From an optimization exercise on the open Yosys and OpenROAD flow, aimed at small area; shortcuts taken in it are not production practice. Function was checked by simulation only, so behaviour that the tests miss may differ from the original. No activity file was given, so power comes from the tool's default toggle rates.

## flow/design.v (module list and top-level ports; edited modules follow where they fit)
// module lgn_l0: 156 lines
// module lgn_net: 804 lines
// module logicGateNet: 116 lines
module logicGateNet(
    input clk,
    input rst,
    input rx,
    output tx
);
  // ...
==> flow/flow/run.sh <==
#!/bin/bash
# Layout flow: the standard synthesis, then the combinational logic is
# re-mapped for area with ABC (flip-flops untouched), then the standard
# layout with a smaller clock tree (no dummy loads, fewer leaf buffers).
set -euo pipefail
W=$(pwd)
R=$W/orfs/results/$FLOW_PLATFORM/logicGateNet/base
LIB=$FLOW_HOME/platforms/$FLOW_PLATFORM/lib/sky130_fd_sc_hd__tt_025C_1v80.lib

bash standard.sh synth > $W/log_1_standard_synth.log 2>&1

# re-map combinational logic of the standard netlist
cp $R/1_2_yosys.v $W/std_1_2_yosys.v
DU=$(sed -n '/DONT_USE_CELLS/,/^$/p' $FLOW_HOME/platforms/$FLOW_PLATFORM/config.mk \
     | grep -o 'sky130_fd_sc_hd__[a-z0-9_]*' | sed 's/^/-dont_use /' | tr '\n' ' ')
sed -e "s#@LIB@#$LIB#g" -e "s#@DU@#$DU#g" -e "s#@IN@#$W/std_1_2_yosys.v#g" \
    -e "s#@OUT@#$W/remap_1_2_yosys.v#g" -e "s#@ABC@#$W/flow/area.abc#g" \
    -e "s#@TOP@#$FLOW_TOP#g" $W/flow/remap.ys > $W/remap.ys
yosys -l $W/log_2_remap.log $W/remap.ys > /dev/null 2>&1
cp $W/remap_1_2_yosys.v $R/1_2_yosys.v
rm -f $R/1_synth.odb $R/1_synth.sdc

export CTS_ARGS="-sink_clustering_enable -repair_clock_nets -dont_use_dummy_load -sink_clustering_size 40 -sink_clustering_max_diameter 80 -buf_list sky130_fd_sc_hd__clkbuf_8 -root_buf sky130_fd_sc_hd__clkbuf_8"
bash standard.sh > $W/log_3_standard_layout.log 2>&1
==> flow/flow/area.abc <==
strash
&get -n
&deepsyn -T 120
&put
dch -f
amap
topo
==> flow/flow/remap.ys <==
read_liberty -ignore_miss_func @LIB@
blackbox sky130_fd_sc_hd__*df* sky130_fd_sc_hd__*dl* sky130_fd_sc_hd__conb_1
read_verilog @IN@
hierarchy -top @TOP@
tee -o remap_stat_in.txt stat -liberty @LIB@
flatten
opt_clean -purge
abc -script @ABC@ -liberty @LIB@ @DU@
opt_clean -purge
hilomap -singleton -hicell sky130_fd_sc_hd__conb_1 HI -locell sky130_fd_sc_hd__conb_1 LO
insbuf -buf sky130_fd_sc_hd__buf_4 A X
splitnets
opt_clean -purge
hierarchy -top @TOP@
tee -o remap_stat_out.txt stat -liberty @LIB@
write_verilog -noattr -nohex -nodec @OUT@
==> flow/standard.sh <==
#!/bin/bash
# synth_recipe.tcl (not shown) runs the flow's synth.tcl, then flattens the netlist and writes it again
# the make line also repeats each setting of config.mk as NAME=value (left out here)
make -C /OpenROAD-flow-scripts/flow DESIGN_CONFIG=/design/flow/config.mk WORK_HOME=/design/flow/orfs CLKGATE_MAP_FILE= SYNTH_SCRIPT=/design/flow/synth_recipe.tcl "${@:-finish}"
==> flow/config.mk <==
export PLATFORM = sky130hd
export DESIGN_NAME = logicGateNet
export DESIGN_NICKNAME = logicGateNet
export VERILOG_FILES = /design/flow/design.v
export SDC_FILE = /design/flow/constraint.sdc
export NUM_CORES = 4
export LEC_CHECK = 0
export CAP_MARGIN = 20
export CORE_MARGIN = 2
export CORE_UTILIZATION = 40
export SLEW_MARGIN = 20
==> flow/constraint.sdc <==
create_clock -name core_clock -period 20.0 [get_ports {clk}]
set_input_delay 4.0000 -clock core_clock [delete_from_list [all_inputs] [get_ports {clk}]]
set_output_delay 4.0000 -clock core_clock [all_outputs]
set_load 0.01 [all_outputs]
==> flow_summary.json, run 1 <==
{
  "status": "timing/DRC/antenna clean",
  "cts-root-buf": "clkbuf_8",
  "cpLargestDelayFamily": "simple AND/OR/NAND/NOR gates",
  "maxPowerGroup": "registers",
  "synthCells": 957,
  "seq_cell_count": 180,
  "rsz0062_at_grt": "false",
  "final_cell_area_mm2": 0.00819,
  "signal_buffers": 13,
  "finClkSkew_ns": 0.0369,
  "track_usage_pct": 35.0,
  "crit_top_cell": "nor2_1",
  "wl_met2_mm": 13.9,
  "p_comb_share_pct": 7.1,
  "layout_setup_ws_ns": 12.06,
  "htreeDepth": 4,
  "wl_met3_mm": 3.83,
  "cts.clk_slew.worst_paths_ns": 0.10,
  "final-clk-cell-share_pct": 2.86,
  "grtUsageMet2_pct": 48.9,
  "fin_crit_sh_pct": 39.7,
  "die_h_um": 141,
  "vdd.ir_drop.worst_v": 0.0000513,
  "synth.avg_cell_area_um2": 7.89,
  "seq-power_mw": 0.364,
  "ant_nets": 0,
  "regMostFlops": "ring",
  "top_regs": "ring x146, n x9, s x8",
  "grt_max_degree": 21,
  "port_buffers": 3,
  "r2r-end": "s[4]",
  "p_leak_nw": 2.80
}
==> module lgn_l0, before the edit <==
module lgn_l0(input [7:0] P, input a, input b, input o, output reg st, output reg adv, output reg v);
  always @(*) begin
    st = 1'b0; adv = 1'b1; v = a | b;
    case (P)
      8'd1: begin st = 1'b1; v = a | b; end
      8'd4: begin st = 1'b1; v = a | b; end
      8'd5: begin st = 1'b1; v = a | b; end
      8'd6: begin st = 1'b1; v = a | b; end
      8'd7: begin st = 1'b1; v = a; end
      8'd9: begin st = 1'b1; v = a | b; end
      8'd10: begin st = 1'b1; v = a | b; end
      8'd11: begin st = 1'b1; v = a & b; end
      8'd12: begin st = 1'b1; v = a & b; end
      8'd13: begin st = 1'b1; v = a & b; end
      8'd14: begin st = 1'b1; v = a | b; end
      8'd18: begin st = 1'b1; v = a | b; end
      8'd19: begin st = 1'b1; v = a | b; end
      8'd21: begin st = 1'b1; v = b; end
      8'd22: begin st = 1'b1; v = a | b; end
      8'd23: begin st = 1'b1; v = a & b; end
      8'd24: begin st = 1'b1; v = a | b; end
      8'd25: begin st = 1'b1; v = a; end
      8'd26: begin st = 1'b1; v = a; end
      8'd27: begin st = 1'b1; v = a | b; end
      8'd28: begin st = 1'b1; v = a | b; end
      8'd30: begin st = 1'b1; v = a | b; end
      8'd31: begin st = 1'b1; v = a | b; end
      8'd34: begin st = 1'b1; v = b; end
      8'd35: begin st = 1'b1; v = a | b; end
      8'd36: begin st = 1'b1; v = a | b; end
      8'd37: begin st = 1'b1; v = a | b; end
      8'd38: begin st = 1'b1; v = a | b; end
      8'd40: begin st = 1'b1; v = b; end
      8'd42: begin st = 1'b1; v = ~a & b; end
      8'd43: begin st = 1'b1; v = a | b; end
      8'd44: begin st = 1'b1; v = a; end
      8'd45: begin st = 1'b1; v = a; end
      8'd46: begin st = 1'b1; v = a | b; end
      8'd47: begin st = 1'b1; v = ~a & b; end
      8'd48: begin st = 1'b1; v = a | b; end
      8'd49: begin st = 1'b1; v = a | b; end
      8'd50: begin st = 1'b1; v = a | b; end
      8'd51: begin st = 1'b1; v = a | b; end
      8'd52: begin st = 1'b1; v = a | b; end
      8'd53: begin st = 1'b1; v = ~a & b; end
      8'd55: begin st = 1'b1; v = a | b; end
      8'd56: begin st = 1'b1; v = a | b; end
      8'd57: begin st = 1'b1; v = a | b; end
      8'd58: begin st = 1'b1; v = a | b; end
      8'd59: begin st = 1'b1; v = a | b; end
      8'd60: begin st = 1'b1; v = a; end
      8'd61: begin st = 1'b1; v = a | b; end
      8'd62: begin st = 1'b1; v = a | b; end
      8'd63: begin st = 1'b1; v = a | b; end
      8'd64: begin st = 1'b1; v = a | b; end
      8'd65: begin st = 1'b1; v = a | b; end
      8'd67: begin st = 1'b1; v = b; end
      8'd68: begin st = 1'b1; v = a | b; end
      8'd71: begin st = 1'b1; v = a | b; end
      8'd72: begin st = 1'b1; v = a | b; end
      8'd73: begin st = 1'b1; v = a | b; end
      8'd75: begin st = 1'b1; v = a | b; end
      8'd76: begin st = 1'b1; v = a | b; end
      8'd77: begin st = 1'b1; v = a | b; end
      8'd78: begin st = 1'b1; v = a | b; end
      8'd79: begin st = 1'b1; v = a | b; end
      8'd80: begin st = 1'b1; v = b; end
      8'd81: begin st = 1'b1; v = b; end
      8'd82: begin st = 1'b1; v = a | b; end
      8'd83: begin st = 1'b1; v = a | b; end
      8'd84: begin st = 1'b1; v = a | b; end
      8'd85: begin st = 1'b1; v = a; end
      8'd87: begin st = 1'b1; v = b; end
      8'd88: begin st = 1'b1; v = a | b; end
      8'd89: begin st = 1'b1; v = a | b; end
      8'd90: begin st = 1'b1; v = b; end
      8'd91: begin st = 1'b1; v = a | b; end
      8'd92: begin st = 1'b1; v = b; end
      8'd95: begin st = 1'b1; v = a | b; end
      8'd96: begin st = 1'b1; v = b; end
      8'd97: begin st = 1'b1; v = a | b; end
      8'd98: begin st = 1'b1; v = a | b; end
      8'd99: begin st = 1'b1; v = b; end
      8'd102: begin st = 1'b1; v = a | b; end
      8'd103: begin st = 1'b1; v = a | b; end
      8'd104: begin st = 1'b1; v = a | b; end
      8'd105: begin st = 1'b1; v = a | b; end
      8'd106: begin st = 1'b1; v = a | b; end
      8'd107: begin st = 1'b1; v = a; end
      8'd108: begin st = 1'b1; v = a | b; end
      8'd112: begin st = 1'b1; v = a; end
      8'd113: begin st = 1'b1; v = a | b; end
      8'd114: begin st = 1'b1; v = a; end
      8'd115: begin st = 1'b1; v = a | b; end
      8'd117: begin st = 1'b1; v = a | b; end
      8'd118: begin st = 1'b1; v = a | b; end
      8'd119: begin st = 1'b1; v = a | b; end
      8'd120: begin st = 1'b1; v = a | b; end
      8'd121: begin st = 1'b1; v = a | b; end
      8'd123: begin st = 1'b1; v = a | b; end
      8'd125: begin st = 1'b1; v = b; end
      8'd126: begin st = 1'b1; v = a; end
      8'd127: begin st = 1'b1; v = a | b; end
      8'd128: begin st = 1'b1; v = a | b; end
      8'd129: begin st = 1'b1; v = a; end
      8'd130: begin st = 1'b1; v = a & ~b; end
      8'd131: begin st = 1'b1; v = a | b; end
      8'd132: begin st = 1'b1; v = b; end
      8'd134: begin st = 1'b1; v = a | b; end
      8'd135: begin st = 1'b1; v = a | b; end
      8'd138: begin st = 1'b1; v = a | b; end
      8'd139: begin st = 1'b1; v = a; end
      8'd140: begin st = 1'b1; v = b; end
      8'd141: begin st = 1'b1; v = a | b; end
      8'd142: begin st = 1'b1; v = a | b; end
      8'd143: begin st = 1'b1; v = a ^ b; end
      8'd144: begin st = 1'b1; v = a | b; end
      8'd145: begin st = 1'b1; v = a | b; end
      8'd148: begin st = 1'b1; v = a | b; end
      8'd151: begin st = 1'b1; v = a; end
      8'd153: begin st = 1'b1; v = a | b; end
      8'd154: begin st = 1'b1; v = b; end
      8'd155: begin st = 1'b1; v = b; end
      8'd156: begin st = 1'b1; v = a & ~b; end
      8'd157: begin st = 1'b1; adv = 1'b0; v = a ^ b; end
      8'd158: begin st = 1'b1; v = ((a) ^ 1'b1) & ~(o ^ 1'b0); end
      8'd161: begin st = 1'b1; v = a | b; end
      8'd162: begin st = 1'b1; v = a | b; end
      8'd163: begin st = 1'b1; v = a | b; end
      8'd165: begin st = 1'b1; v = a | b; end
      8'd168: begin st = 1'b1; v = a | b; end
      8'd169: begin st = 1'b1; v = b; end
      8'd170: begin st = 1'b1; v = b; end
      8'd172: begin st = 1'b1; v = a; end
      8'd174: begin st = 1'b1; adv = 1'b0; v = b; end
      8'd175: begin st = 1'b1; v = ~((a | b) ^ 1'b1) | (o ^ 1'b0); end
      8'd177: begin st = 1'b1; v = a & b; end
      8'd178: begin st = 1'b1; v = a | b; end
      8'd179: begin st = 1'b1; v = a | b; end
      8'd181: begin st = 1'b1; v = a & b; end
      8'd182: begin st = 1'b1; v = a | b; end
      8'd183: begin st = 1'b1; v = a | b; end
      8'd184: begin st = 1'b1; v = a | b; end
      8'd185: begin st = 1'b1; v = b; end
      8'd186: begin st = 1'b1; v = b; end
      8'd187: begin st = 1'b1; v = a | b; end
      8'd188: begin st = 1'b1; v = ~a & b; end
      8'd192: begin st = 1'b1; v = ~a & b; end
      8'd195: begin st = 1'b1; v = b; end
      8'd196: begin st = 1'b1; v = a ^ b; end
      8'd197: begin st = 1'b1; v = ~a & b; end
      8'd199: begin st = 1'b1; v = a & ~b; end
      default: ;
    endcase
  end
endmodule
==> module logicGateNet, before the edit <==
module logicGateNet(
    input clk,
    input rst,
    input rx,
    output tx
);
    localparam NR = 2, RL = 73;
    reg [NR*RL-1:0] ring;
    reg [6:0] ph;        
    reg [2:0] E;         
    reg [8:0] n;         
    reg [7:0] s;         
    reg [1:0] st;        
    reg txm;             
    reg pend;            
    reg a, b;            
    reg txq;
    localparam S_IDLE = 2'd0, S_START = 2'd1, S_DATA = 2'd2, S_STOP = 2'd3;
    assign tx = txq;
    wire [4:0] cnt = s[4:0];
    wire [NR-1:0] rout;
    genvar g;
    generate for (g = 0; g < NR; g = g + 1) begin : ro
        assign rout[g] = ring[g*RL + RL-1];
    end endgenerate
    wire l0_st, l0_adv, l0_v;
    lgn_l0 l0 (.P(n[8:1]), .a(a), .b(b), .o(rout[s[0]]),
               .st(l0_st), .adv(l0_adv), .v(l0_v));
    wire [199:0] l3;
    lgn_net nw (.q(ring), .l3(l3));
    wire [5:0] tq = {n[6:4], n[2:0]};
    wire [3:0] cc;
    wire [2:0] pp;
    wire vv;
    assign cc[0] = (tq == 6'd0) | (tq == 6'd1) | (tq == 6'd2) | (tq == 6'd8) | (tq == 6'd14) | (tq == 6'd15) | (tq == 6'd20) | (tq == 6'd21) | (tq == 6'd22) | (tq == 6'd23) | (tq == 6'd26) | (tq == 6'd27) | (tq == 6'd28) | (tq == 6'd29) | (tq == 6'd30) | (tq == 6'd32) | (tq == 6'd33) | (tq == 6'd34) | (tq == 6'd35) | (tq == 6'd36) | (tq == 6'd40) | (tq == 6'd41) | (tq == 6'd42) | (tq == 6'd54) | (tq == 6'd55);
    assign cc[1] = (tq == 6'd8) | (tq == 6'd9) | (tq == 6'd10) | (tq == 6'd11) | (tq == 6'd12) | (tq == 6'd13) | (tq == 6'd20) | (tq == 6'd21) | (tq == 6'd22) | (tq == 6'd23) | (tq == 6'd24) | (tq == 6'd25) | (tq == 6'd32) | (tq == 6'd33) | (tq == 6'd34) | (tq == 6'd35) | (tq == 6'd36) | (tq == 6'd37) | (tq == 6'd38) | (tq == 6'd39);
    assign cc[2] = (tq == 6'd16) | (tq == 6'd17) | (tq == 6'd18) | (tq == 6'd19) | (tq == 6'd24) | (tq == 6'd25) | (tq == 6'd26) | (tq == 6'd27) | (tq == 6'd28) | (tq == 6'd29) | (tq == 6'd30) | (tq == 6'd31) | (tq == 6'd32) | (tq == 6'd33) | (tq == 6'd34) | (tq == 6'd35) | (tq == 6'd36) | (tq == 6'd37) | (tq == 6'd38) | (tq == 6'd39);
    assign cc[3] = (tq == 6'd40) | (tq == 6'd41) | (tq == 6'd42) | (tq == 6'd43) | (tq == 6'd44) | (tq == 6'd45) | (tq == 6'd46) | (tq == 6'd47) | (tq == 6'd54) | (tq == 6'd55);
    assign pp[0] = (tq == 6'd1) | (tq == 6'd4) | (tq == 6'd6) | (tq == 6'd10) | (tq == 6'd12) | (tq == 6'd15) | (tq == 6'd16) | (tq == 6'd18) | (tq == 6'd21) | (tq == 6'd23) | (tq == 6'd24) | (tq == 6'd27) | (tq == 6'd29) | (tq == 6'd33) | (tq == 6'd35) | (tq == 6'd38) | (tq == 6'd41) | (tq == 6'd44) | (tq == 6'd46) | (tq == 6'd55);
    assign pp[1] = (tq == 6'd0) | (tq == 6'd1) | (tq == 6'd5) | (tq == 6'd6) | (tq == 6'd11) | (tq == 6'd12) | (tq == 6'd17) | (tq == 6'd18) | (tq == 6'd22) | (tq == 6'd23) | (tq == 6'd24) | (tq == 6'd28) | (tq == 6'd29) | (tq == 6'd34) | (tq == 6'd35) | (tq == 6'd39) | (tq == 6'd40) | (tq == 6'd41) | (tq == 6'd45) | (tq == 6'd46);
    assign pp[2] = (tq == 6'd2) | (tq == 6'd7) | (tq == 6'd8) | (tq == 6'd13) | (tq == 6'd19) | (tq == 6'd25) | (tq == 6'd30) | (tq == 6'd36) | (tq == 6'd42) | (tq == 6'd47);
    assign vv = ~((tq[5:3] == 3'd6) & (tq[2:0] < 3'd6));   
    wire [19:0] cls = l3[20*cc +: 20];
    wire [3:0] smp = cls[4*E +: 4];
    wire ev = (ph == 7'd0);
    wire bnd = ev && (E == 3'd5);
    wire ins = pend && (ph == s[7:1]);
    integer r;
    always @(posedge clk) begin
        for (r = 0; r < NR; r = r + 1)
            ring[r*RL +: RL] <= {ring[r*RL +: RL-1],
                (ins && s[0] == r) ? l0_v : ring[r*RL + RL-1]};
    end
    always @(posedge clk) begin
        ph <= (ph == RL-1) ? 7'd0 : ph + 7'd1;
        if (ev) E <= (E == 3'd5) ? 3'd0 : E + 3'd1;
        if (ins) begin
            pend <= 1'b0;
            n <= n + 9'd1;
            if (l0_adv) s <= s + 8'd1;
        end
        if (txm) begin
            if (bnd) begin
                s <= 8'd0;
                if (n[3:0] == 4'd9) begin
                    n[3:0] <= 4'd0;
                    n[6:4] <= n[6:4] + 3'd1;
                    if (n[6:4] == 3'd6) begin
                        txm <= 1'b0;
                        n <= 9'd0;
                    end else
                        txq <= 1'b0;
                end else begin
                    n[3:0] <= n[3:0] + 4'd1;
                    txq <= (n[3:0] == 4'd8) | (vv & cnt[pp]);
                end
            end else if (ev) begin
                s[4:0] <= cnt + {4'd0, smp[0]} + {4'd0, smp[1]} + {4'd0, smp[2]} + {4'd0, smp[3]};
            end
        end else begin
            case (st)
                S_IDLE: begin
                    E <= 3'd3;
                    if (!rx) st <= S_START;
                end
                S_START: if (bnd) st <= rx ? S_IDLE : S_DATA;
                S_DATA: if (bnd) begin
                    a <= b;
                    b <= rx;
                    if (!n[0]) n <= n + 9'd1;
                    else if (l0_st) pend <= 1'b1;
                    else n <= n + 9'd1;
                    if (n[2:0] == 3'd7) st <= S_STOP;
                end
                S_STOP: if (bnd) begin
                    st <= S_IDLE;
                    if (n == 9'd400) begin
                        txm <= 1'b1;
                        txq <= 1'b0;
                        n <= 9'd0;
                        s <= 8'd0;
                    end
                end
            endcase
        end
        if (rst) begin
            ph <= 7'd0;
            n <= 9'd0;
            s <= 8'd0;
            st <= S_IDLE;
            txm <= 1'b0;
            pend <= 1'b0;
            txq <= 1'b1;
        end
    end
endmodule
==> run 2: changes to the inputs <==
--- a/flow/design.v
+++ b/flow/design.v
@@ -1,370 +1,380 @@
-module lgn_l0(input [7:0] P, input a, input b, input o, output reg st, output reg adv, output reg v);
+module lgn_l0(input [8:0] m, input x, input o, output reg adv, output reg v);
   always @(*) begin
-    st = 1'b0; adv = 1'b1; v = a | b;
-    case (P)
-      8'd1: begin st = 1'b1; v = a | b; end
-      8'd4: begin st = 1'b1; v = a | b; end
-      8'd5: begin st = 1'b1; v = a | b; end
-      8'd6: begin st = 1'b1; v = a | b; end
-      8'd7: begin st = 1'b1; v = a; end
-      8'd9: begin st = 1'b1; v = a | b; end
-      8'd10: begin st = 1'b1; v = a | b; end
-      8'd11: begin st = 1'b1; v = a & b; end
-      8'd12: begin st = 1'b1; v = a & b; end
-      8'd13: begin st = 1'b1; v = a & b; end
-      8'd14: begin st = 1'b1; v = a | b; end
-      8'd18: begin st = 1'b1; v = a | b; end
-      8'd19: begin st = 1'b1; v = a | b; end
-      8'd21: begin st = 1'b1; v = b; end
-      8'd22: begin st = 1'b1; v = a | b; end
-      8'd23: begin st = 1'b1; v = a & b; end
-      8'd24: begin st = 1'b1; v = a | b; end
-      8'd25: begin st = 1'b1; v = a; end
-      8'd26: begin st = 1'b1; v = a; end
-      8'd27: begin st = 1'b1; v = a | b; end
-      8'd28: begin st = 1'b1; v = a | b; end
-      8'd30: begin st = 1'b1; v = a | b; end
-      8'd31: begin st = 1'b1; v = a | b; end
-      8'd34: begin st = 1'b1; v = b; end
-      8'd35: begin st = 1'b1; v = a | b; end
-      8'd36: begin st = 1'b1; v = a | b; end
-      8'd37: begin st = 1'b1; v = a | b; end
-      8'd38: begin st = 1'b1; v = a | b; end
-      8'd40: begin st = 1'b1; v = b; end
-      8'd42: begin st = 1'b1; v = ~a & b; end
-      8'd43: begin st = 1'b1; v = a | b; end
-      8'd44: begin st = 1'b1; v = a; end
-      8'd45: begin st = 1'b1; v = a; end
-      8'd46: begin st = 1'b1; v = a | b; end
-      8'd47: begin st = 1'b1; v = ~a & b; end
-      8'd48: begin st = 1'b1; v = a | b; end
-      8'd49: begin st = 1'b1; v = a | b; end
-      8'd50: begin st = 1'b1; v = a | b; end
-      8'd51: begin st = 1'b1; v = a | b; end
-      8'd52: begin st = 1'b1; v = a | b; end
-      8'd53: begin st = 1'b1; v = ~a & b; end
-      8'd55: begin st = 1'b1; v = a | b; end
-      8'd56: begin st = 1'b1; v = a | b; end
-      8'd57: begin st = 1'b1; v = a | b; end
-      8'd58: begin st = 1'b1; v = a | b; end
-      8'd59: begin st = 1'b1; v = a | b; end
-      8'd60: begin st = 1'b1; v = a; end
-      8'd61: begin st = 1'b1; v = a | b; end
-      8'd62: begin st = 1'b1; v = a | b; end
-      8'd63: begin st = 1'b1; v = a | b; end
-      8'd64: begin st = 1'b1; v = a | b; end
-      8'd65: begin st = 1'b1; v = a | b; end
-      8'd67: begin st = 1'b1; v = b; end
-      8'd68: begin st = 1'b1; v = a | b; end
-      8'd71: begin st = 1'b1; v = a | b; end
-      8'd72: begin st = 1'b1; v = a | b; end
-      8'd73: begin st = 1'b1; v = a | b; end
-      8'd75: begin st = 1'b1; v = a | b; end
-      8'd76: begin st = 1'b1; v = a | b; end
-      8'd77: begin st = 1'b1; v = a | b; end
-      8'd78: begin st = 1'b1; v = a | b; end
-      8'd79: begin st = 1'b1; v = a | b; end
-      8'd80: begin st = 1'b1; v = b; end
-      8'd81: begin st = 1'b1; v = b; end
-      8'd82: begin st = 1'b1; v = a | b; end
-      8'd83: begin st = 1'b1; v = a | b; end
-      8'd84: begin st = 1'b1; v = a | b; end
-      8'd85: begin st = 1'b1; v = a; end
-      8'd87: begin st = 1'b1; v = b; end
-      8'd88: begin st = 1'b1; v = a | b; end
-      8'd89: begin st = 1'b1; v = a | b; end
-      8'd90: begin st = 1'b1; v = b; end
-      8'd91: begin st = 1'b1; v = a | b; end
-      8'd92: begin st = 1'b1; v = b; end
-      8'd95: begin st = 1'b1; v = a | b; end
-      8'd96: begin st = 1'b1; v = b; end
-      8'd97: begin st = 1'b1; v = a | b; end
-      8'd98: begin st = 1'b1; v = a | b; end
-      8'd99: begin st = 1'b1; v = b; end
-      8'd102: begin st = 1'b1; v = a | b; end
-      8'd103: begin st = 1'b1; v = a | b; end
-      8'd104: begin st = 1'b1; v = a | b; end
-      8'd105: begin st = 1'b1; v = a | b; end
-      8'd106: begin st = 1'b1; v = a | b; end
-      8'd107: begin st = 1'b1; v = a; end
-      8'd108: begin st = 1'b1; v = a | b; end
-      8'd112: begin st = 1'b1; v = a; end
-      8'd113: begin st = 1'b1; v = a | b; end
-      8'd114: begin st = 1'b1; v = a; end
-      8'd115: begin st = 1'b1; v = a | b; end
-      8'd117: begin st = 1'b1; v = a | b; end
-      8'd118: begin st = 1'b1; v = a | b; end
-      8'd119: begin st = 1'b1; v = a | b; end
-      8'd120: begin st = 1'b1; v = a | b; end
-      8'd121: begin st = 1'b1; v = a | b; end
-      8'd123: begin st = 1'b1; v = a | b; end
-      8'd125: begin st = 1'b1; v = b; end
-      8'd126: begin st = 1'b1; v = a; end
-      8'd127: begin st = 1'b1; v = a | b; end
-      8'd128: begin st = 1'b1; v = a | b; end
-      8'd129: begin st = 1'b1; v = a; end
-      8'd130: begin st = 1'b1; v = a & ~b; end
-      8'd131: begin st = 1'b1; v = a | b; end
-      8'd132: begin st = 1'b1; v = b; end
-      8'd134: begin st = 1'b1; v = a | b; end
-      8'd135: begin st = 1'b1; v = a | b; end
-      8'd138: begin st = 1'b1; v = a | b; end
-      8'd139: begin st = 1'b1; v = a; end
-      8'd140: begin st = 1'b1; v = b; end
-      8'd141: begin st = 1'b1; v = a | b; end
-      8'd142: begin st = 1'b1; v = a | b; end
-      8'd143: begin st = 1'b1; v = a ^ b; end
-      8'd144: begin st = 1'b1; v = a | b; end
-      8'd145: begin st = 1'b1; v = a | b; end
-      8'd148: begin st = 1'b1; v = a | b; end
-      8'd151: begin st = 1'b1; v = a; end
-      8'd153: begin st = 1'b1; v = a | b; end
-      8'd154: begin st = 1'b1; v = b; end
-      8'd155: begin st = 1'b1; v = b; end
-      8'd156: begin st = 1'b1; v = a & ~b; end
-      8'd157: begin st = 1'b1; adv = 1'b0; v = a ^ b; end
-      8'd158: begin st = 1'b1; v = ((a) ^ 1'b1) & ~(o ^ 1'b0); end
-      8'd161: begin st = 1'b1; v = a | b; end
-      8'd162: begin st = 1'b1; v = a | b; end
-      8'd163: begin st = 1'b1; v = a | b; end
-      8'd165: begin st = 1'b1; v = a | b; end
-      8'd168: begin st = 1'b1; v = a | b; end
-      8'd169: begin st = 1'b1; v = b; end
-      8'd170: begin st = 1'b1; v = b; end
-      8'd172: begin st = 1'b1; v = a; end
-      8'd174: begin st = 1'b1; adv = 1'b0; v = b; end
-      8'd175: begin st = 1'b1; v = ~((a | b) ^ 1'b1) | (o ^ 1'b0); end
-      8'd177: begin st = 1'b1; v = a & b; end
-      8'd178: begin st = 1'b1; v = a | b; end
-      8'd179: begin st = 1'b1; v = a | b; end
-      8'd181: begin st = 1'b1; v = a & b; end
-      8'd182: begin st = 1'b1; v = a | b; end
-      8'd183: begin st = 1'b1; v = a | b; end
-      8'd184: begin st = 1'b1; v = a | b; end
-      8'd185: begin st = 1'b1; v = b; end
-      8'd186: begin st = 1'b1; v = b; end
-      8'd187: begin st = 1'b1; v = a | b; end
-      8'd188: begin st = 1'b1; v = ~a & b; end
-      8'd192: begin st = 1'b1; v = ~a & b; end
-      8'd195: begin st = 1'b1; v = b; end
-      8'd196: begin st = 1'b1; v = a ^ b; end
-      8'd197: begin st = 1'b1; v = ~a & b; end
-      8'd199: begin st = 1'b1; v = a & ~b; end
-      default: ;
-    endcase
+    adv = 1'b0;
+    if (!m[0]) begin
+      v = x;
+      case (m)
+        9'd316: begin v = ~(o | x); end
+        9'd350: begin v = ~(o | x); end
+        default: ;
+      endcase
+    end else begin
+      v = o | x;
+      case (m)
+        9'd3: begin adv = 1'b1; v = o | x; end
+        9'd9: begin adv = 1'b1; v = o | x; end
+        9'd11: begin adv = 1'b1; v = o | x; end
+        9'd13: begin adv = 1'b1; v = o | x; end
+        9'd15: begin adv = 1'b1; v = o; end
+        9'd19: begin adv = 1'b1; v = o | x; end
+        9'd21: begin adv = 1'b1; v = o | x; end
+        9'd23: begin adv = 1'b1; v = o & x; end
+        9'd25: begin adv = 1'b1; v = o & x; end
+        9'd27: begin adv = 1'b1; v = o & x; end
+        9'd29: begin adv = 1'b1; v = o | x; end
+        9'd37: begin adv = 1'b1; v = o | x; end
+        9'd39: begin adv = 1'b1; v = o | x; end
+        9'd43: begin adv = 1'b1; v = x; end
+        9'd45: begin adv = 1'b1; v = o | x; end
+        9'd47: begin adv = 1'b1; v = o & x; end
+        9'd49: begin adv = 1'b1; v = o | x; end
+        9'd51: begin adv = 1'b1; v = o; end
+        9'd53: begin adv = 1'b1; v = o; end
+        9'd55: begin adv = 1'b1; v = o | x; end
+        9'd57: begin adv = 1'b1; v = o | x; end
+        9'd61: begin adv = 1'b1; v = o | x; end
+        9'd63: begin adv = 1'b1; v = o | x; end
+        9'd69: begin adv = 1'b1; v = x; end
+        9'd71: begin adv = 1'b1; v = o | x; end
+        9'd73: begin adv = 1'b1; v = o | x; end
+        9'd75: begin adv = 1'b1; v = o | x; end
+        9'd77: begin adv = 1'b1; v = o | x; end
+        9'd81: begin adv = 1'b1; v = x; end
+        9'd85: begin adv = 1'b1; v = ~o & x; end
+        9'd87: begin adv = 1'b1; v = o | x; end
+        9'd89: begin adv = 1'b1; v = o; end
+        9'd91: begin adv = 1'b1; v = o; end
+        9'd93: begin adv = 1'b1; v = o | x; end
+        9'd95: begin adv = 1'b1; v = ~o & x; end
+        9'd97: begin adv = 1'b1; v = o | x; end
+        9'd99: begin adv = 1'b1; v = o | x; end
+        9'd101: begin adv = 1'b1; v = o | x; end
+        9'd103: begin adv = 1'b1; v = o | x; end
+        9'd105: begin adv = 1'b1; v = o | x; end
+        9'd107: begin adv = 1'b1; v = ~o & x; end
+        9'd111: begin adv = 1'b1; v = o | x; end
+        9'd113: begin adv = 1'b1; v = o | x; end
+        9'd115: begin adv = 1'b1; v = o | x; end
+        9'd117: begin adv = 1'b1; v = o | x; end
+        9'd119: begin adv = 1'b1; v = o | x; end
+        9'd121: begin adv = 1'b1; v = o; end
+        9'd123: begin adv = 1'b1; v = o | x; end
+        9'd125: begin adv = 1'b1; v = o | x; end
+        9'd127: begin adv = 1'b1; v = o | x; end
+        9'd129: begin adv = 1'b1; v = o | x; end
+        9'd131: begin adv = 1'b1; v = o | x; end
+        9'd135: begin adv = 1'b1; v = x; end
+        9'd137: begin adv = 1'b1; v = o | x; end
+        9'd143: begin adv = 1'b1; v = o | x; end
+        9'd145: begin adv = 1'b1; v = o | x; end
+        9'd147: begin adv = 1'b1; v = o | x; end
+        9'd151: begin adv = 1'b1; v = o | x; end
+        9'd153: begin adv = 1'b1; v = o | x; end
+        9'd155: begin adv = 1'b1; v = o | x; end
+        9'd157: begin adv = 1'b1; v = o | x; end
+        9'd159: begin adv = 1'b1; v = o | x; end
+        9'd161: begin adv = 1'b1; v = x; end
+        9'd163: begin adv = 1'b1; v = x; end
+        9'd165: begin adv = 1'b1; v = o | x; end
+        9'd167: begin adv = 1'b1; v = o | x; end
+        9'd169: begin adv = 1'b1; v = o | x; end
+        9'd171: begin adv = 1'b1; v = o; end
+        9'd175: begin adv = 1'b1; v = x; end
+        9'd177: begin adv = 1'b1; v = o | x; end
+        9'd179: begin adv = 1'b1; v = o | x; end
+        9'd181: begin adv = 1'b1; v = x; end
+        9'd183: begin adv = 1'b1; v = o | x; end
+        9'd185: begin adv = 1'b1; v = x; end
+        9'd191: begin adv = 1'b1; v = o | x; end
+        9'd193: begin adv = 1'b1; v = x; end
+        9'd195: begin adv = 1'b1; v = o | x; end
+        9'd197: begin adv = 1'b1; v = o | x; end
+        9'd199: begin adv = 1'b1; v = x; end
+        9'd205: begin adv = 1'b1; v = o | x; end
+        9'd207: begin adv = 1'b1; v = o | x; end
+        9'd209: begin adv = 1'b1; v = o | x; end
+        9'd211: begin adv = 1'b1; v = o | x; end
+        9'd213: begin adv = 1'b1; v = o | x; end
+        9'd215: begin adv = 1'b1; v = o; end
+        9'd217: begin adv = 1'b1; v = o | x; end
+        9'd225: begin adv = 1'b1; v = o; end
+        9'd227: begin adv = 1'b1; v = o | x; end
+        9'd229: begin adv = 1'b1; v = o; end
+        9'd231: begin adv = 1'b1; v = o | x; end
+        9'd235: begin adv = 1'b1; v = o | x; end
+        9'd237: begin adv = 1'b1; v = o | x; end
+        9'd239: begin adv = 1'b1; v = o | x; end
+        9'd241: begin adv = 1'b1; v = o | x; end
+        9'd243: begin adv = 1'b1; v = o | x; end
+        9'd247: begin adv = 1'b1; v = o | x; end
+        9'd251: begin adv = 1'b1; v = x; end
+        9'd253: begin adv = 1'b1; v = o; end
+        9'd255: begin adv = 1'b1; v = o | x; end
+        9'd257: begin adv = 1'b1; v = o | x; end
+        9'd259: begin adv = 1'b1; v = o; end
+        9'd261: begin adv = 1'b1; v = o & ~x; end
+        9'd263: begin adv = 1'b1; v = o | x; end
+        9'd265: begin adv = 1'b1; v = x; end
+        9'd269: begin adv = 1'b1; v = o | x; end
+        9'd271: begin adv = 1'b1; v = o | x; end
+        9'd277: begin adv = 1'b1; v = o | x; end
+        9'd279: begin adv = 1'b1; v = o; end
+        9'd281: begin adv = 1'b1; v = x; end
+        9'd283: begin adv = 1'b1; v = o | x; end
+        9'd285: begin adv = 1'b1; v = o | x; end
+        9'd287: begin adv = 1'b1; v = o ^ x; end
+        9'd289: begin adv = 1'b1; v = o | x; end
+        9'd291: begin adv = 1'b1; v = o | x; end
+        9'd297: begin adv = 1'b1; v = o | x; end
+        9'd303: begin adv = 1'b1; v = o; end
+        9'd307: begin adv = 1'b1; v = o | x; end
+        9'd309: begin adv = 1'b1; v = x; end
+        9'd311: begin adv = 1'b1; v = x; end
+        9'd313: begin adv = 1'b1; v = o & ~x; end
+        9'd315: begin v = o ^ x; end
+        9'd317: begin adv = 1'b1; v = o; end
+        9'd323: begin adv = 1'b1; v = o | x; end
+        9'd325: begin adv = 1'b1; v = o | x; end
+        9'd327: begin adv = 1'b1; v = o | x; end
+        9'd331: begin adv = 1'b1; v = o | x; end
+        9'd337: begin adv = 1'b1; v = o | x; end
+        9'd339: begin adv = 1'b1; v = x; end
+        9'd341: begin adv = 1'b1; v = x; end
+        9'd345: begin adv = 1'b1; v = o; end
+        9'd349: begin v = x; end
+        9'd351: begin adv = 1'b1; v = ~o | x; end
+        9'd355: begin adv = 1'b1; v = o & x; end
+        9'd357: begin adv = 1'b1; v = o | x; end
+        9'd359: begin adv = 1'b1; v = o | x; end
+        9'd363: begin adv = 1'b1; v = o & x; end
+        9'd365: begin adv = 1'b1; v = o | x; end
+        9'd367: begin adv = 1'b1; v = o | x; end
+        9'd369: begin adv = 1'b1; v = o | x; end
+        9'd371: begin adv = 1'b1; v = x; end
+        9'd373: begin adv = 1'b1; v = x; end
+        9'd375: begin adv = 1'b1; v = o | x; end
+        9'd377: begin adv = 1'b1; v = ~o & x; end
+        9'd385: begin adv = 1'b1; v = ~o & x; end
+        9'd391: begin adv = 1'b1; v = x; end
+        9'd393: begin adv = 1'b1; v = o ^ x; end
+        9'd395: begin adv = 1'b1; v = ~o & x; end
+        9'd399: begin adv = 1'b1; v = o & ~x; end
+        default: ;
+      endcase
+    end
   end
 endmodule
 module lgn_net(input [145:0] q, output [199:0] l3);
   wire [199:0] layer0_out, layer1_out, layer2_out, layer3_out;
-  assign layer0_out[0] = ~q[56];
-  assign layer0_out[1] = ~q[100];
-  assign layer0_out[2] = ~q[23];
-  assign layer0_out[3] = q[6];
-  assign layer0_out[4] = q[52];
-  assign layer0_out[5] = ~q[55];
-  assign layer0_out[6] = ~q[86];
-  assign layer0_out[7] = ~q[103];
+  assign layer0_out[0] = ~q[15];
+  assign layer0_out[1] = ~q[117];
+  assign layer0_out[2] = ~q[48];
+  assign layer0_out[3] = q[65];
+  assign layer0_out[4] = q[19];
+  assign layer0_out[5] = ~q[16];
+  assign layer0_out[6] = ~q[131];
+  assign layer0_out[7] = ~q[114];
   assign layer0_out[8] = 1'b0;
-  assign layer0_out[9] = q[21];
-  assign layer0_out[10] = q[122];
+  assign layer0_out[9] = q[50];
+  assign layer0_out[10] = q[95];
   assign layer0_out[11] = 1'b1;
-  assign layer0_out[12] = ~q[87];
+  assign layer0_out[12] = ~q[130];
   assign layer0_out[13] = 1'b1;
   assign layer0_out[14] = 1'b1;
   assign layer0_out[15] = 1'b0;
   assign layer0_out[16] = 1'b0;
-  assign layer0_out[17] = q[120];
+  assign layer0_out[17] = q[97];
   assign layer0_out[18] = 1'b1;
-  assign layer0_out[19] = ~q[105];
+  assign layer0_out[19] = ~q[112];
   assign layer0_out[20] = 1'b0;
-  assign layer0_out[21] = q[94];
+  assign layer0_out[21] = q[123];
   assign layer0_out[22] = 1'b1;
-  assign layer0_out[23] = q[30];
+  assign layer0_out[23] = q[41];
   assign layer0_out[24] = 1'b0;
   assign layer0_out[25] = 1'b1;
-  assign layer0_out[26] = q[111];
-  assign layer0_out[27] = ~q[127];
-  assign layer0_out[28] = ~q[104];
-  assign layer0_out[29] = q[140];
+  assign layer0_out[26] = q[106];
+  assign layer0_out[27] = ~q[90];
+  assign layer0_out[28] = ~q[113];
+  assign layer0_out[29] = q[77];
   assign layer0_out[30] = 1'b1;
-  assign layer0_out[31] = ~q[44];
-  assign layer0_out[32] = q[11];
+  assign layer0_out[31] = ~q[27];
+  assign layer0_out[32] = q[60];
   assign layer0_out[33] = 1'b0;
   assign layer0_out[34] = 1'b1;
-  assign layer0_out[35] = q[16];
-  assign layer0_out[36] = ~q[118];
+  assign layer0_out[35] = q[55];
+  assign layer0_out[36] = ~q[99];
   assign layer0_out[37] = 1'b0;
-  assign layer0_out[38] = q[40];
-  assign layer0_out[39] = ~q[113];
-  assign layer0_out[40] = q[1];
-  assign layer0_out[41] = ~q[73];
-  assign layer0_out[42] = q[137];
-  assign layer0_out[43] = q[28];
-  assign layer0_out[44] = q[95];
-  assign layer0_out[45] = q[46];
+  assign layer0_out[38] = q[31];
+  assign layer0_out[39] = ~q[104];
+  assign layer0_out[40] = q[70];
+  assign layer0_out[41] = ~q[144];
+  assign layer0_out[42] = q[80];
+  assign layer0_out[43] = q[43];
+  assign layer0_out[44] = q[122];
+  assign layer0_out[45] = q[25];
   assign layer0_out[46] = 1'b0;
   assign layer0_out[47] = 1'b0;
-  assign layer0_out[48] = q[63];
+  assign layer0_out[48] = q[8];
   assign layer0_out[49] = 1'b0;
-  assign layer0_out[50] = q[121];
-  assign layer0_out[51] = q[85];
-  assign layer0_out[52] = q[60];
-  assign layer0_out[53] = q[45];
-  assign layer0_out[54] = ~q[71];
-  assign layer0_out[55] = ~q[14];
-  assign layer0_out[56] = ~q[131];
+  assign layer0_out[50] = q[96];
+  assign layer0_out[51] = q[132];
+  assign layer0_out[52] = q[11];
+  assign layer0_out[53] = q[26];
+  assign layer0_out[54] = ~q[0];
+  assign layer0_out[55] = ~q[57];
+  assign layer0_out[56] = ~q[86];
   assign layer0_out[57] = 1'b0;
   assign layer0_out[58] = 1'b0;
   assign layer0_out[59] = ~q[72];
   assign layer0_out[60] = 1'b0;
-  assign layer0_out[61] = q[116];
-  assign layer0_out[62] = q[98];
-  assign layer0_out[63] = q[0];
-  assign layer0_out[64] = q[80];
-  assign layer0_out[65] = q[47];
-  assign layer0_out[66] = q[141];
-  assign layer0_out[67] = q[136];
+  assign layer0_out[61] = q[101];
+  assign layer0_out[62] = q[119];
+  assign layer0_out[63] = q[71];
+  assign layer0_out[64] = q[137];
+  assign layer0_out[65] = q[24];
+  assign layer0_out[66] = q[76];
+  assign layer0_out[67] = q[81];
   assign layer0_out[68] = 1'b1;
-  assign layer0_out[69] = q[26];
-  assign layer0_out[70] = q[107];
-  assign layer0_out[71] = ~q[22];
+  assign layer0_out[69] = q[45];
+  assign layer0_out[70] = q[110];
+  assign layer0_out[71] = ~q[49];
   assign layer0_out[72] = 1'b0;
   assign layer0_out[73] = 1'b0;
-  assign layer0_out[74] = ~q[76];
-  assign layer0_out[75] = ~q[29];
-  assign layer0_out[76] = ~q[114];
-  assign layer0_out[77] = ~q[115];
+  assign layer0_out[74] = ~q[141];
+  assign layer0_out[75] = ~q[42];
+  assign layer0_out[76] = ~q[103];
+  assign layer0_out[77] = ~q[102];
   assign layer0_out[78] = 1'b0;
-  assign layer0_out[79] = ~q[50];
-  assign layer0_out[80] = ~q[19];
-  assign layer0_out[81] = q[108];
-  assign layer0_out[82] = q[90];
-  assign layer0_out[83] = ~q[3];
-  assign layer0_out[84] = q[33];
+  assign layer0_out[79] = ~q[21];
+  assign layer0_out[80] = ~q[52];
+  assign layer0_out[81] = q[109];
+  assign layer0_out[82] = q[127];
+  assign layer0_out[83] = ~q[68];
+  assign layer0_out[84] = q[38];
   assign layer0_out[85] = 1'b0;
-  assign layer0_out[86] = ~q[34];
-  assign layer0_out[87] = ~q[97];
-  assign layer0_out[88] = ~q[18];
-  assign layer0_out[89] = ~q[99];
-  assign layer0_out[90] = ~q[75];
-  assign layer0_out[91] = q[79];
+  assign layer0_out[86] = ~q[37];
+  assign layer0_out[87] = ~q[120];
+  assign layer0_out[88] = ~q[53];
+  assign layer0_out[89] = ~q[118];
+  assign layer0_out[90] = ~q[142];
+  assign layer0_out[91] = q[138];
   assign layer0_out[92] = 1'b1;
   assign layer0_out[93] = 1'b1;
-  assign layer0_out[94] = ~q[102];
-  assign layer0_out[95] = q[43];
+  assign layer0_out[94] = ~q[115];
+  assign layer0_out[95] = q[28];
   assign layer0_out[96] = 1'b0;
   assign layer0_out[97] = 1'b0;
   assign layer0_out[98] = 1'b0;
-  assign layer0_out[99] = q[92];
-  assign layer0_out[100] = q[67];
-  assign layer0_out[101] = ~q[89];
+  assign layer0_out[99] = q[125];
+  assign layer0_out[100] = q[4];
+  assign layer0_out[101] = ~q[128];
   assign layer0_out[102] = 1'b0;
-  assign layer0_out[103] = ~q[53];
-  assign layer0_out[104] = ~q[142];
-  assign layer0_out[105] = ~q[124];
-  assign layer0_out[106] = ~q[110];
-  assign layer0_out[107] = ~q[77];
-  assign layer0_out[108] = q[51];
-  assign layer0_out[109] = q[59];
+  assign layer0_out[103] = ~q[18];
+  assign layer0_out[104] = ~q[75];
+  assign layer0_out[105] = ~q[93];
+  assign layer0_out[106] = ~q[107];
+  assign layer0_out[107] = ~q[140];
+  assign layer0_out[108] = q[20];
+  assign layer0_out[109] = q[12];
   assign layer0_out[110] = 1'b1;
-  assign layer0_out[111] = q[61];
+  assign layer0_out[111] = q[10];
   assign layer0_out[112] = 1'b1;
-  assign layer0_out[113] = q[64];
+  assign layer0_out[113] = q[7];
   assign layer0_out[114] = 1'b0;
-  assign layer0_out[115] = ~q[37];
-  assign layer0_out[116] = q[32];
-  assign layer0_out[117] = ~q[36];
-  assign layer0_out[118] = ~q[134];
-  assign layer0_out[119] = q[48];
-  assign layer0_out[120] = q[8];
+  assign layer0_out[115] = ~q[34];
+  assign layer0_out[116] = q[39];
+  assign layer0_out[117] = ~q[35];
+  assign layer0_out[118] = ~q[83];
+  assign layer0_out[119] = q[23];
+  assign layer0_out[120] = q[63];
   assign layer0_out[121] = 1'b1;
-  assign layer0_out[122] = q[123];
+  assign layer0_out[122] = q[94];
   assign layer0_out[123] = 1'b0;
   assign layer0_out[124] = 1'b0;
-  assign layer0_out[125] = q[31];
-  assign layer0_out[126] = ~q[101];
-  assign layer0_out[127] = q[135];
-  assign layer0_out[128] = ~q[70];
-  assign layer0_out[129] = q[144];
-  assign layer0_out[130] = ~q[7];
-  assign layer0_out[131] = q[25];
-  assign layer0_out[132] = ~q[65];
-  assign layer0_out[133] = ~q[54];
-  assign layer0_out[134] = ~q[133];
-  assign layer0_out[135] = q[66];
-  assign layer0_out[136] = ~q[42];
-  assign layer0_out[137] = ~q[109];
+  assign layer0_out[125] = q[40];
+  assign layer0_out[126] = ~q[116];
+  assign layer0_out[127] = q[82];
+  assign layer0_out[128] = ~q[1];
+  assign layer0_out[129] = q[73];
+  assign layer0_out[130] = ~q[64];
+  assign layer0_out[131] = q[46];
+  assign layer0_out[132] = ~q[6];
+  assign layer0_out[133] = ~q[17];
+  assign layer0_out[134] = ~q[84];
+  assign layer0_out[135] = q[5];
+  assign layer0_out[136] = ~q[29];
+  assign layer0_out[137] = ~q[108];
   assign layer0_out[138] = 1'b1;
-  assign layer0_out[139] = q[132];
-  assign layer0_out[140] = q[24];
-  assign layer0_out[141] = ~q[74];
-  assign layer0_out[142] = ~q[82];
+  assign layer0_out[139] = q[85];
+  assign layer0_out[140] = q[47];
+  assign layer0_out[141] = ~q[143];
+  assign layer0_out[142] = ~q[135];
   assign layer0_out[143] = 1'b0;
-  assign layer0_out[144] = q[39];
-  assign layer0_out[145] = q[5];
-  assign layer0_out[146] = ~q[69];
+  assign layer0_out[144] = q[32];
+  assign layer0_out[145] = q[66];
+  assign layer0_out[146] = ~q[2];
   assign layer0_out[147] = 1'b1;
-  assign layer0_out[148] = ~q[96];
-  assign layer0_out[149] = q[125];
+  assign layer0_out[148] = ~q[121];
+  assign layer0_out[149] = q[92];
   assign layer0_out[150] = 1'b1;
-  assign layer0_out[151] = ~q[119];
-  assign layer0_out[152] = q[57];
+  assign layer0_out[151] = ~q[98];
+  assign layer0_out[152] = q[14];
   assign layer0_out[153] = 1'b1;
   assign layer0_out[154] = 1'b1;
-  assign layer0_out[155] = q[27];
+  assign layer0_out[155] = q[44];
   assign layer0_out[156] = 1'b0;
   assign layer0_out[157] = 1'b0;
-  assign layer0_out[158] = q[129];
-  assign layer0_out[159] = ~q[15];
-  assign layer0_out[160] = ~q[117];
+  assign layer0_out[158] = q[88];
+  assign layer0_out[159] = ~q[56];
+  assign layer0_out[160] = ~q[100];
   assign layer0_out[161] = 1'b0;
   assign layer0_out[162] = 1'b0;
   assign layer0_out[163] = 1'b0;
-  assign layer0_out[164] = ~q[4];
-  assign layer0_out[165] = ~q[10];
-  assign layer0_out[166] = ~q[128];
-  assign layer0_out[167] = q[106];
-  assign layer0_out[168] = ~q[138];
-  assign layer0_out[169] = q[93];
-  assign layer0_out[170] = q[13];
-  assign layer0_out[171] = q[58];
-  assign layer0_out[172] = ~q[20];
-  assign layer0_out[173] = q[91];
-  assign layer0_out[174] = ~q[2];
-  assign layer0_out[175] = q[49];
-  assign layer0_out[176] = q[41];
+  assign layer0_out[164] = ~q[67];
+  assign layer0_out[165] = ~q[61];
+  assign layer0_out[166] = ~q[89];
+  assign layer0_out[167] = q[111];
+  assign layer0_out[168] = ~q[79];
+  assign layer0_out[169] = q[124];
+  assign layer0_out[170] = q[58];
+  assign layer0_out[171] = q[13];
+  assign layer0_out[172] = ~q[51];
+  assign layer0_out[173] = q[126];
+  assign layer0_out[174] = ~q[69];
+  assign layer0_out[175] = q[22];
+  assign layer0_out[176] = q[30];
   assign layer0_out[177] = ~q[145];
-  assign layer0_out[178] = q[83];
-  assign layer0_out[179] = q[17];
-  assign layer0_out[180] = ~q[9];
+  assign layer0_out[178] = q[134];
+  assign layer0_out[179] = q[54];
+  assign layer0_out[180] = ~q[62];
   assign layer0_out[181] = 1'b0;
-  assign layer0_out[182] = ~q[126];
+  assign layer0_out[182] = ~q[91];
   assign layer0_out[183] = 1'b0;
-  assign layer0_out[184] = q[130];
-  assign layer0_out[185] = ~q[78];
+  assign layer0_out[184] = q[87];
+  assign layer0_out[185] = ~q[139];
   assign layer0_out[186] = 1'b1;
   assign layer0_out[187] = 1'b0;
-  assign layer0_out[188] = q[143];
+  assign layer0_out[188] = q[74];
   assign layer0_out[189] = 1'b0;
   assign layer0_out[190] = 1'b0;
-  assign layer0_out[191] = ~q[88];
-  assign layer0_out[192] = q[35];
-  assign layer0_out[193] = q[62];
+  assign layer0_out[191] = ~q[129];
+  assign layer0_out[192] = q[36];
+  assign layer0_out[193] = q[9];
   assign layer0_out[194] = 1'b0;
-  assign layer0_out[195] = q[139];
-  assign layer0_out[196] = ~q[38];
-  assign layer0_out[197] = q[68];
-  assign layer0_out[198] = q[84];
-  assign layer0_out[199] = q[112];
+  assign layer0_out[195] = q[78];
+  assign layer0_out[196] = ~q[33];
+  assign layer0_out[197] = q[3];
+  assign layer0_out[198] = q[133];
+  assign layer0_out[199] = q[105];
   assign layer1_out[0] = layer0_out[188];
   assign layer1_out[1] = ~layer0_out[61];
   assign layer1_out[2] = layer0_out[4] & ~layer0_out[5];
-  assign layer1_out[3] = q[12];
+  assign layer1_out[3] = q[59];
   assign layer1_out[4] = 1'b0;
   assign layer1_out[5] = layer0_out[166];
   assign layer1_out[6] = layer0_out[139];
   assign layer1_out[7] = ~(layer0_out[52] | layer0_out[53]);
   assign layer1_out[8] = ~layer0_out[116] | layer0_out[117];
   assign layer1_out[9] = layer0_out[111];
   assign layer1_out[10] = ~layer0_out[174] | layer0_out[173];
   assign layer1_out[11] = 1'b0;
@@ -534,17 +544,17 @@
   assign layer1_out[175] = ~(layer0_out[176] | layer0_out[177]);
   assign layer1_out[176] = layer0_out[146] & ~layer0_out[145];
   assign layer1_out[177] = ~layer0_out[88];
   assign layer1_out[178] = layer0_out[138] & ~layer0_out[137];
   assign layer1_out[179] = layer0_out[88] & layer0_out[89];
   assign layer1_out[180] = layer0_out[93] | layer0_out[94];
   assign layer1_out[181] = 1'b1;
   assign layer1_out[182] = layer0_out[184];
-  assign layer1_out[183] = q[81];
+  assign layer1_out[183] = q[136];
   assign layer1_out[184] = ~(layer0_out[196] | layer0_out[197]);
   assign layer1_out[185] = layer0_out[80] & ~layer0_out[81];
   assign layer1_out[186] = layer0_out[39] & ~layer0_out[38];
   assign layer1_out[187] = ~layer0_out[2] | layer0_out[1];
   assign layer1_out[188] = ~layer0_out[84] | layer0_out[83];
   assign layer1_out[189] = ~layer0_out[118] | layer0_out[119];
   assign layer1_out[190] = ~(layer0_out[39] & layer0_out[40]);
   assign layer1_out[191] = layer0_out[109] & layer0_out[110];
@@ -967,30 +977,27 @@
     localparam NR = 2, RL = 73;
     reg [NR*RL-1:0] ring;
     reg [6:0] ph;        
     reg [2:0] E;         
     reg [8:0] n;         
     reg [7:0] s;         
     reg [1:0] st;        
     reg txm;             
-    reg pend;            
-    reg a, b;            
     reg txq;
     localparam S_IDLE = 2'd0, S_START = 2'd1, S_DATA = 2'd2, S_STOP = 2'd3;
     assign tx = txq;
     wire [4:0] cnt = s[4:0];
     wire [NR-1:0] rout;
     genvar g;
     generate for (g = 0; g < NR; g = g + 1) begin : ro
         assign rout[g] = ring[g*RL + RL-1];
     end endgenerate
-    wire l0_st, l0_adv, l0_v;
-    lgn_l0 l0 (.P(n[8:1]), .a(a), .b(b), .o(rout[s[0]]),
-               .st(l0_st), .adv(l0_adv), .v(l0_v));
+    wire l0_adv, l0_v;
+    lgn_l0 l0 (.m(n), .x(rx), .o(rout[s[0]]), .adv(l0_adv), .v(l0_v));
     wire [199:0] l3;
     lgn_net nw (.q(ring), .l3(l3));
     wire [5:0] tq = {n[6:4], n[2:0]};
     wire [3:0] cc;
     wire [2:0] pp;
     wire vv;
     assign cc[0] = (tq == 6'd0) | (tq == 6'd1) | (tq == 6'd2) | (tq == 6'd8) | (tq == 6'd14) | (tq == 6'd15) | (tq == 6'd20) | (tq == 6'd21) | (tq == 6'd22) | (tq == 6'd23) | (tq == 6'd26) | (tq == 6'd27) | (tq == 6'd28) | (tq == 6'd29) | (tq == 6'd30) | (tq == 6'd32) | (tq == 6'd33) | (tq == 6'd34) | (tq == 6'd35) | (tq == 6'd36) | (tq == 6'd40) | (tq == 6'd41) | (tq == 6'd42) | (tq == 6'd54) | (tq == 6'd55);
     assign cc[1] = (tq == 6'd8) | (tq == 6'd9) | (tq == 6'd10) | (tq == 6'd11) | (tq == 6'd12) | (tq == 6'd13) | (tq == 6'd20) | (tq == 6'd21) | (tq == 6'd22) | (tq == 6'd23) | (tq == 6'd24) | (tq == 6'd25) | (tq == 6'd32) | (tq == 6'd33) | (tq == 6'd34) | (tq == 6'd35) | (tq == 6'd36) | (tq == 6'd37) | (tq == 6'd38) | (tq == 6'd39);
@@ -999,31 +1006,29 @@
     assign pp[0] = (tq == 6'd1) | (tq == 6'd4) | (tq == 6'd6) | (tq == 6'd10) | (tq == 6'd12) | (tq == 6'd15) | (tq == 6'd16) | (tq == 6'd18) | (tq == 6'd21) | (tq == 6'd23) | (tq == 6'd24) | (tq == 6'd27) | (tq == 6'd29) | (tq == 6'd33) | (tq == 6'd35) | (tq == 6'd38) | (tq == 6'd41) | (tq == 6'd44) | (tq == 6'd46) | (tq == 6'd55);
     assign pp[1] = (tq == 6'd0) | (tq == 6'd1) | (tq == 6'd5) | (tq == 6'd6) | (tq == 6'd11) | (tq == 6'd12) | (tq == 6'd17) | (tq == 6'd18) | (tq == 6'd22) | (tq == 6'd23) | (tq == 6'd24) | (tq == 6'd28) | (tq == 6'd29) | (tq == 6'd34) | (tq == 6'd35) | (tq == 6'd39) | (tq == 6'd40) | (tq == 6'd41) | (tq == 6'd45) | (tq == 6'd46);
     assign pp[2] = (tq == 6'd2) | (tq == 6'd7) | (tq == 6'd8) | (tq == 6'd13) | (tq == 6'd19) | (tq == 6'd25) | (tq == 6'd30) | (tq == 6'd36) | (tq == 6'd42) | (tq == 6'd47);
     assign vv = ~((tq[5:3] == 3'd6) & (tq[2:0] < 3'd6));   
     wire [19:0] cls = l3[20*cc +: 20];
     wire [3:0] smp = cls[4*E +: 4];
     wire ev = (ph == 7'd0);
     wire bnd = ev && (E == 3'd5);
-    wire ins = pend && (ph == s[7:1]);
+    wire win = st[1] && !txm && (E == 3'd0);    
+    wire ins = win && (ph == s[7:1]);
     integer r;
     always @(posedge clk) begin
         for (r = 0; r < NR; r = r + 1)
             ring[r*RL +: RL] <= {ring[r*RL +: RL-1],
                 (ins && s[0] == r) ? l0_v : ring[r*RL + RL-1]};
     end
     always @(posedge clk) begin
-        ph <= (ph == RL-1) ? 7'd0 : ph + 7'd1;
+        ph <= (ph == 7'd0) ? RL-1 : ph - 7'd1;
         if (ev) E <= (E == 3'd5) ? 3'd0 : E + 3'd1;
-        if (ins) begin
-            pend <= 1'b0;
-            n <= n + 9'd1;
-            if (l0_adv) s <= s + 8'd1;
-        end
+        if (ins && l0_adv) s <= s + 8'd1;
+        if (win && ev) n <= n + 9'd1;
         if (txm) begin
             if (bnd) begin
                 s <= 8'd0;
                 if (n[3:0] == 4'd9) begin
                     n[3:0] <= 4'd0;
                     n[6:4] <= n[6:4] + 3'd1;
                     if (n[6:4] == 3'd6) begin
                         txm <= 1'b0;
@@ -1038,25 +1043,21 @@
                 s[4:0] <= cnt + {4'd0, smp[0]} + {4'd0, smp[1]} + {4'd0, smp[2]} + {4'd0, smp[3]};
             end
         end else begin
             case (st)
                 S_IDLE: begin
                     E <= 3'd3;
                     if (!rx) st <= S_START;
                 end
-                S_START: if (bnd) st <= rx ? S_IDLE : S_DATA;
-                S_DATA: if (bnd) begin
-                    a <= b;
-                    b <= rx;
-                    if (!n[0]) n <= n + 9'd1;
-                    else if (l0_st) pend <= 1'b1;
-                    else n <= n + 9'd1;
-                    if (n[2:0] == 3'd7) st <= S_STOP;
+                S_START: if (bnd) begin
+                    st <= rx ? S_IDLE : S_DATA;
+                    E <= 3'd1;
                 end
+                S_DATA: if (bnd && n[2:0] == 3'd7) st <= S_STOP;
                 S_STOP: if (bnd) begin
                     st <= S_IDLE;
                     if (n == 9'd400) begin
                         txm <= 1'b1;
                         txq <= 1'b0;
                         n <= 9'd0;
                         s <= 8'd0;
                     end
@@ -1064,13 +1065,12 @@
             endcase
         end
         if (rst) begin
             ph <= 7'd0;
             n <= 9'd0;
             s <= 8'd0;
             st <= S_IDLE;
             txm <= 1'b0;
-            pend <= 1'b0;
             txq <= 1'b1;
         end
     end
 endmodule
==> run 2 against run 1 <==
Sequential cell count fell by 3; first-iteration DRC count up 17%; global-route usage rose by 0.99 points; clock power hardly changed; routed wire length rose by 1.4%; core utilization is 0.47 points higher; largest power group unchanged; via count hardly changed; sequential share of layout area down 0.11 points; combinational power grew to 4.7 times the previous value; still clean on timing, DRC and antenna; synthesized cell count down 1.9%; synthesized area fell by 1.8%; clock-buffer cell count is the same.
==> flow_summary.json, run 2 <==
{
  "worst_pin_slew_ns": 1.02,
  "wl_per_cell_um": 29.3,
  "final_cell_area_mm2": 0.00803,
  "finClkSkew_ns": 0.0398,
  "drc": 0,
  "htreeDepth": 4,
  "max_slew_margin_pct": 31.6,
  "ant_nets": 0,
  "seq_power_share_pct": 49.2,
  "cts-root-buf": "clkbuf_8",
  "die_h_um": 140,
  "whs_endpoint": "ring[70]",
  "first_pass_iters": 6,
  "grt_max_degree": 20,
  "p_clk_share_pct": 24.6,
  "r2r_cells": 29,
  "p_switching_mw": 0.262,
  "cp.arrival_ns": 8.70,
  "synth.avg_cell_area_um2": 7.90,
  "setup_viol": 0,
  "post_cts_resized": 0,
  "finalHoldViolations": 0,
  "hpwl_mm": 27.3,
  "via_per_inst": 6.63,
  "largest_reg_flops": 146,
  "top_regs": "ring x146, n x9, s x8",
  "ios": 4,
  "postCtsSetupBuffers": 0,
  "track_usage_pct": 36.0,
  "status": "timing/DRC/antenna clean",
  "port_buffers": 3,
  "hp-start": "ring[69]",
  "grt_pass1_vias": 7268,
  "layoutNonFillerInstCount": 1196,
  "power_density_mw_per_mm2": 94.8,
  "multi_input_area_mm2": 0.00349,
  "intPower_mw": 0.499,
  "crit_fanout": 14,
  "mostFrequentLayoutCells": "221 x nor2_1, 177 x dfxtp_1, 102 x clkinv_1, 63 x o21ai_0, 55 x nand2_1",
  "grt_first_pass_wirelength_mm": 50.6,
  "p_comb_share_pct": 26.1,
  "p_leak_nw": 2.74,
  "max_cap_viol_count": 0,
  "placed_cell_area_mm2": 0.00779,
  "critPathCaptureType": "flip-flop",
  "final_nets": 972,
  "hold_depth": 0,
  "place.gp.congestion": 1.14,
  "swShare_pct": 34.4,
  "antenna_found_initial": 1,
  "regMostFlops": "ring",
  "hold_ws_ns": 0.332,
  "antenna_cells": 0,
  "clk_latency_ns": 0.48,
  "hold_class": "reg -> reg",
  "overflow": 0,
  "vdd.ir_drop.worst_v": 0.0000529,
  "place_inst": 1179,
  "cts.clk_slew.worst_paths_ns": 0.10,
  "clockBufferDepth": 2,
  "hold_buffers": 0,
  "core_mm2": 0.0181,
  "clock-sinks": 177,
  "fin_crit_sh_pct": 41.6,
  "setup_tns_ns": 0,
  "synth-warning-count": 2,
  "path_class": "reg -> reg",
  "crit_required_ns": 20.39,
  "final_common_cell": "nor2_1",
  "fmax_mhz": 120,
  "r2r_setup_slack_ns": 11.69,
  "die_x_um": 140,
  "period_minus_slack_ns": 8.31,
  "timing.rr.start": "n[2]",
  "vias": 7927,
  "crit_path_start_kind": "flip-flop",
  "synth_nets": 942,
  "cts_tree": "yes",
  "seq_area_mm2": 0.00354,
  "crit_top_cell": "nor2_1",
  "drive_gt1_share_pct": 2.59,
  "r2r-end": "s[4]",
  "start_util_pct": 41.0,
  "syn_area_mm2": 0.00742,
  "cp_slowest_cell": "o2111ai_1",
  "maxSlewViolCount": 0,
  "max_stage_delay_ns": 0.86,
  "row_count": 49,
  "dr.first_iter.drc_count": 1547,
  "numCtsBuffers": 17,
  "fillers": 1853,
  "routed_wl_mm": 35.1,
  "synthCells": 939,
  "syn_to_final_growth_pct": 8.23,
  "rsz0062_at_grt": "false",
  "die_area_mm2": 0.0196
}
-- run 2: power groups by stage --
stage	registers, mW	logic, mW	clock network (mW)
after floorplan	0.378	0.129	0
after global placement	0.382	0.191	0
after detailed placement	0.382	0.188	0
after CTS	0.374	0.189	0.189
after global routing	0.376	0.212	0.202
final	0.375	0.199	0.188
-- run 2: final cells by class --
class / instances / area share, %
flip-flops and latches: 177 / 44.1
multi-input cells: 660 / 43.5
inverters: 102 / 4.77
well taps: 229 / 3.57
clock buffers: 17 / 2.92
repair buffers: 11 / 1.12
-- run 2: routing by layer --
layer	wire length (um)	part of all wire, %	global-route usage, %	vias up
met5	0	0	0	-
met4	1730	4.9	14.9	0
met3	4290	12	10.7	139
met2	13700	39	50.1	606
met1	15400	44	51.8	3749
li1	-	-	-	3433
-- run 2: per-stage QoR --
stage / util (%) / setup slack (ns) / total power, mW
finish: 44.4 / 11.69 / 0.761
global route: 44.4 / 11.14 / 0.790
CTS: 44.4 / 12.18 / 0.752
detailed placement: 43.1 / 12.20 / 0.570
global placement: 43.1 / 12.54 / 0.574
floorplan: - / 14.30 / 0.507
-- run 2: critical path, delay by kind of cell (launching register included) --
family	cells	cell delay, ns
AOI/OAI and AO/OA	9	2.08
buffers and inverters	5	2.34
and+or+nand+nor	15	3.29
DFF	1	0.53
-- run 2: how the worst max path moves through the flow --
stage	slack, ns	to	from
floorplan	14.30	s[4]	n[5]
global placement	12.54	s[4]	n[4]
detailed placement	12.20	s[4]	n[2]
CTS	12.18	s[4]	n[2]
global route	11.14	s[4]	n[4]
finish	11.69	s[4]	n[2]

## static timing again, ports no longer ideal
The flow's constraints put no driver on any port. The routed layouts listed below were extracted and timed again, unchanged, in two steps. Step 1 sets driving cells, clkbuf_16 on the clock port and buf_2 on the other inputs (assumed; they add their load-dependent delay and slew). Step 2 adds t to the input delays and takes it off the output delays; t is the mean of the earliest and latest rising clock arrival at the registers after step 1. Input paths then give back, and output paths get back, about the clock's delay inside the block. a / b / c = ideal ports / drivers / drivers and shift; a / b = the first two.
run | t (ns) | setup slack, ns | hold slack, ns | worst slew at a driven data input, ns
run 1 | 0.497 | 12.058 / 12.058 / 12.058 | 0.323 / 0.323 / 0.323 | 0.03
run 2 | 0.510 | 11.690 / 11.690 / 11.690 | 0.332 / 0.332 / 0.332 | 0.04
After both steps every run listed still meets setup and hold.
